Source: an optimization exercise on an open RTL-to-GDS flow (aim: small area and a short achievable clock period). Production flows keep margins and buffers that such runs may drop.
Where RTL was checked, it was by simulation tests only, not by an equivalence proof against the original.
Power is estimated from default activity; no workload was simulated.

// FPGA
module FPGA (
	input clk,
	input rst,
	input start,
	output wire TX,
	output reg found_smth,
	output wire startedmod,
	output wire [29:0] found_mods
);
reg start_S;
reg started;
reg started_o;     
reg [5:0] gcnt;      
wire boot = (gcnt != 6'd33);
wire bootend = (gcnt == 6'd32);
reg [10:0] sl;       
wire [30*4-1:0] taps;
wire [29:0] found;
wire [29:0] found_o;
wire ext_on, rotp;
wire [4:0] which;
wire [3:0] hi_dec = 4'b0001 << which[4:3];
wire [7:0] lo_dec = 8'b00000001 << which[2:0];
wire [3:0] xa = hi_dec & {4{ext_on}};
wire [3:0] ra = hi_dec & {4{rotp}};
wire enan = started | start_S;
assign startedmod = started_o;
assign found_mods = found_o;
Interface interfejs (
	.clk    (clk),
	.rst    (rst),
	.taps   (taps),
	.found  (found),
	.ext_on (ext_on),
	.rotp   (rotp),
	.which  (which),
	.TX     (TX)
);
genvar g;
generate
for (g = 0; g < 30; g = g + 1) begin: Trololo
	SearchModule #(.SEED(1351 + g)) szukacz (
		.clk     (clk),
		.rst     (rst),
		.enan    (enan),
		.ext     (xa[g / 8] & lo_dec[g % 8]),
		.rot     (ra[g / 8] & lo_dec[g % 8]),
		.boot    (boot),
		.bootend (bootend),
		.sl      (sl),
		.found   (found[g]),
		.found_o (found_o[g]),
		.tap     (taps[g*4 +: 4])
	);
end
endgenerate
always @(posedge clk) begin
	if (rst) begin
		found_smth <= 1'b0;
		start_S <= 1'b0;
		started <= 1'b0;
		started_o <= 1'b0;
		gcnt <= 6'd0;
		sl <= 11'd0;
	end else begin
		if (boot) gcnt <= gcnt + 6'd1;
		sl <= {sl[9:0], gcnt == 6'd0};
		if (!start) start_S <= 1'b1;
		if (start_S) started <= 1'b1;
		if (start_S) started_o <= 1'b1;
		found_smth <= (found != 30'd0);
	end
end
endmodule
export LEC_CHECK = 0
export CAP_MARGIN = 20
export CORE_MARGIN = 2
export CORE_UTILIZATION = 50
export CTS_BUF_LIST = sky130_fd_sc_hd__clkbuf_16
export CTS_CLUSTER_DIAMETER = 120
export CTS_CLUSTER_SIZE = 28
export PLACE_DENSITY = 0.62
export SETUP_SLACK_MARGIN = 5
export SLEW_MARGIN = 20
create_clock -name core_clock -period 8.0 [get_ports {clk}]
standard.sh (not shown) runs the stock make flow with config.mk's settings and CLKGATE_MAP_FILE= SYNTH_SCRIPT=/design/flow/synth_recipe.tcl, a recipe that flattens the netlist after the stock synthesis.
==> flow/flow/run.sh <==
#!/bin/bash
set -e
bash standard.sh SETUP_SLACK_MARGIN=5.25 finish > standard.log 2>&1
The starting point went through all stages and came out clean.
Next try:
--- a/flow/flow/run.sh
+++ b/flow/flow/run.sh
@@ -2,0 +3,4 @@
+R=orfs/results/sky130hd/FPGA/base
+bash standard.sh SETUP_SLACK_MARGIN=5.25 place > standard_place.log 2>&1
+IN_ODB=$R/3_place.odb OUT_ODB=$R/3_place_moved.odb openroad -no_init -exit flow/move_out.tcl > move_out.log 2>&1
+cp $R/3_place_moved.odb $R/3_place.odb
==> flow/flow/move_out.tcl (new file) <==
# Move each output port's driving flip-flop next to the port's output buffer,
# then legalize. Inputs: IN_ODB, OUT_ODB env vars.
read_db $::env(IN_ODB)
set block [ord::get_db_block]
set moved 0
foreach bt [$block getBTerms] {
  if {[$bt getIoType] ne "OUTPUT"} continue
  set net [$bt getNet]
  set buf ""
  foreach it [$net getITerms] { if {[$it isOutputSignal]} { set buf [$it getInst] } }
  if {$buf eq ""} continue
  set ff ""
  foreach it [$buf getITerms] {
    if {[$it isInputSignal]} {
      set n2 [$it getNet]
      if {$n2 eq "NULL"} continue
      foreach it2 [$n2 getITerms] {
        if {[$it2 isOutputSignal] && [string match "*df*" [[[$it2 getInst] getMaster] getName]]} { set ff [$it2 getInst] }
      }
    }
  }
  if {$ff eq ""} { puts "no flop for [$bt getName]"; continue }
  # the port's pin position, pulled inside the core area
  set pb [$bt getBBox]
  set px [expr {([$pb xMin] + [$pb xMax]) / 2}]
  set py [expr {([$pb yMin] + [$pb yMax]) / 2}]
  set core [$block getCoreArea]
  set m 3000
  set px [expr {max([$core xMin] + $m, min([$core xMax] - 3*$m, $px))}]
  set py [expr {max([$core yMin] + $m, min([$core yMax] - 3*$m, $py))}]
  set bb [$buf getBBox]
  set fb [$ff getBBox]
  set d [expr {abs($px-[$fb xMin]) + abs($py-[$fb yMin])}]
  puts "MOVE [$bt getName] [$ff getName] dist_um [expr {$d/1000.0}]"
  $buf setLocation $px $py
  # flop just inside of the buffer, towards the core centre
  set cx [expr {([$core xMin] + [$core xMax]) / 2}]
  set cy [expr {([$core yMin] + [$core yMax]) / 2}]
  set dx [expr {$cx > $px ? 6000 : -6000}]
  set dy [expr {$cy > $py ? 3000 : -3000}]
  if {abs($cx - $px) > abs($cy - $py)} { set dy 0 } else { set dx 0 }
  $ff setLocation [expr {$px + $dx}] [expr {$py + $dy}]
  incr moved
}
puts "moved $moved"
detailed_placement
check_placement -verbose
write_db $::env(OUT_ODB)
CORE_UTILIZATION = 55   (was 50)
PLACE_DENSITY = 0.66   (was 0.62)
Result:
- area after synthesis does not change
- count of clock-buffer cells in the layout climbs by 4
- first-iteration DRC count rises by 6.4%
- core utilization increases by 5.0 points
- wire length went down by 1.2%
- total power stays flat
- setup slack improved by 0.074 ns
- final cell count drops by 2.5%
- via count barely changes
Next try:
==> flow/flow/run.sh (replaced) <==
#!/bin/bash
set -e
R=orfs/results/sky130hd/FPGA/base
bash standard.sh SETUP_SLACK_MARGIN=5.05 place > standard_place.log 2>&1
IN_ODB=$R/3_place.odb OUT_ODB=$R/3_place_moved.odb openroad -no_init -exit flow/move_out.tcl > move_out.log 2>&1
cp $R/3_place_moved.odb $R/3_place.odb
bash standard.sh SETUP_SLACK_MARGIN=5.05 finish > standard.log 2>&1
=>
- The changed run ran to the end with no violations
- count of clock-buffer cells in the layout grows by 1
- via count grows by 0.52%
- routed wire length is about the same
- power stays flat
- worst setup slack loses 0.020 ns
- hold slack is about the same
Next try:
==> flow/flow/run.sh (replaced) <==
#!/bin/bash
set -e
bash standard.sh SETUP_SLACK_MARGIN=5.25 finish > standard.log 2>&1
CTS_BUF_LIST = sky130_fd_sc_hd__clkbuf_8 sky130_fd_sc_hd__clkbuf_16   (was sky130_fd_sc_hd__clkbuf_16)
CTS_CLUSTER_DIAMETER = 100   (was 120)
CTS_CLUSTER_SIZE = 22   (was 28)
removed: flow/flow/move_out.tcl
- combinational power is about the same
- power came out higher by 4.0%
- register-to-register slack gets better by 0.16 ns
- cell area came out higher by 1.1%
- hold slack gets worse by 0.021 ns
- synthesized area stays the same
- non-clock buffer count came out lower by 16
- via count came out lower by 0.31%
- maximum frequency came out lower by 1.8%
- clock power came out higher by 15%
Next try:
ABC_AREA = 1   (was not set)
CTS_BUF_LIST = sky130_fd_sc_hd__clkbuf_16   (was sky130_fd_sc_hd__clkbuf_8 sky130_fd_sc_hd__clkbuf_16)
CTS_CLUSTER_DIAMETER = 120   (was 100)
CTS_CLUSTER_SIZE = 28   (was 22)
The new run produced a clean layout.
Setup slack got worse by 0.035 ns.
Clock skew falls by 0.010 ns.
Synthesized area rises by 1.6%.
Critical path depth stays the same.
Sequential power falls by about 3%.
Clock power falls by 13%.

========
FPGA, a different RTL version from the one above (not shown whole).
Size: about 8500 cells after synthesis, roughly 36 I/O pins.
==> flow/config.mk <==
export PLATFORM = sky130hd
export DESIGN_NAME = FPGA
export DESIGN_NICKNAME = FPGA
export VERILOG_FILES = /design/flow/design.v
export SDC_FILE = /design/flow/constraint.sdc
export NUM_CORES = 8
export LEC_CHECK = 0
export ABC_CLOCK_PERIOD_IN_PS = 3000
export CAP_MARGIN = 20
export CORE_MARGIN = 2
export CORE_UTILIZATION = 40
export CTS_BUF_LIST = sky130_fd_sc_hd__clkbuf_16
export CTS_CLUSTER_DIAMETER = 120
export CTS_CLUSTER_SIZE = 28
export SETUP_SLACK_MARGIN = 5
export SLEW_MARGIN = 20
==> flow/constraint.sdc <==
create_clock -name core_clock -period 8.0 [get_ports {clk}]
set_input_delay 1.6000 -clock core_clock [delete_from_list [all_inputs] [get_ports {clk}]]
set_output_delay 1.6000 -clock core_clock [all_outputs]
set_load 0.01 [all_outputs]
run.sh (not shown) runs the stock make flow with config.mk's settings and CLKGATE_MAP_FILE= SYNTH_SCRIPT=/design/flow/synth_recipe.tcl, a recipe that flattens the netlist after the stock synthesis.
Stock flow here: none of the scripts above is used.
Change:
ABC_CLOCK_PERIOD_IN_PS = default   (was 3000)
CORE_UTILIZATION = 75   (was 40)
PLACE_DENSITY = 0.82   (was default)
- The changed run completed without violations
- total power falls by about 0.9%
- worst setup slack degrades by 0.057 ns
- clock-buffer cell count came out lower by 5
- cell area drops by 2.0%
- wire length falls by about 2.2%
- critical path depth does not change
- clock skew shrinks by 0.0070 ns
- cell count went down by 14%

========
FPGA, a different RTL version from the one above (not shown whole).
Size in the first run: about 8,500 cells after synthesis, about 2,700 flip-flops, about 36 I/O pins, about 110,000 sq um of cells after synthesis.
export LEC_CHECK = 0
export CAP_MARGIN = 20
export CORE_MARGIN = 2
export CORE_UTILIZATION = 40
export CTS_BUF_LIST = sky130_fd_sc_hd__clkbuf_16
export CTS_CLUSTER_DIAMETER = 120
export CTS_CLUSTER_SIZE = 28
export SETUP_SLACK_MARGIN = 5
export SLEW_MARGIN = 20
create_clock -name core_clock -period 8.0 [get_ports {clk}]
standard.sh (not shown) runs the stock make flow with config.mk's settings and CLKGATE_MAP_FILE= SYNTH_SCRIPT=/design/flow/synth_recipe.tcl, a recipe that flattens the netlist after the stock synthesis.
==> flow/flow/run.sh <==
#!/bin/bash
set -e
bash standard.sh SETUP_SLACK_MARGIN=5.25 finish > standard.log 2>&1
The first run went through all stages and came out clean.
==> next run, changes <==
==> flow/run.sh (new file) <==
#!/bin/bash
# synth_recipe.tcl (not shown) runs the flow's synth.tcl, then flattens the netlist and writes it again
# the make line also repeats each setting of config.mk as NAME=value (left out here)
make -C /OpenROAD-flow-scripts/flow DESIGN_CONFIG=/design/flow/config.mk WORK_HOME=/design/flow/orfs CLKGATE_MAP_FILE= SYNTH_SCRIPT=/design/flow/synth_recipe.tcl finish
removed: flow/flow/run.sh
removed: flow/standard.sh
Effect: Cell count drops by 0.43%; non-clock buffer count came out lower by 48; global-route usage went down by 0.19 points; total power falls by about 0.4%; die area does not change; clock-buffer cell count came out lower by 3; setup slack degrades by 0.096 ns; wire length went down by about 1.2%.
No run of this note included a check of the RTL's function; only the layout flow was run.

[afterwards: timing with drivers on the ports]
The results above use ideal ports. As a check the final layouts listed here were re-extracted and re-timed, cells and wires unchanged.
Step 1: set_driving_cell puts a clkbuf_16 on clk and a buf_2 on each other input, an assumption about the parent block.
Step 2 adds t to the input delays and takes it off the output delays; t is the mean of the earliest and latest rising clock arrival at the registers after step 1. Input paths then give back, and output paths get back, about the clock's delay inside the block.
Three values: no drivers, after step 1, after step 2; two values: the first two.
run	t, ns	slack for setup (ns)	cell pins on the clock port's net
the first run of note 1	0.879	5.045 / 4.959 / 4.454	1
the second run of note 1	0.846	5.119 / 5.036 / 4.592	1
the third run of note 1	0.871	5.099 / 5.036 / 4.484	1
the fourth run of note 1	0.903	5.046 / 4.961 / 4.449	1
the fifth run of note 1	0.889	5.011 / 4.921 / 4.421	1
the first run of note 2	0.883	5.013 / 4.922 / 4.323	1
the second run of note 2	0.836	4.956 / 4.876 / 4.549	1
the first run of note 3	0.905	5.021 / 4.931 / 4.458	1
the second run of note 3	0.896	4.925 / 4.913 / 4.571	1
After both steps setup and hold are still met in every run listed. For the first run of note 2, which loses most, drivers alone change the setup slack by -0.091 ns; drivers and shift together by -0.690 ns.
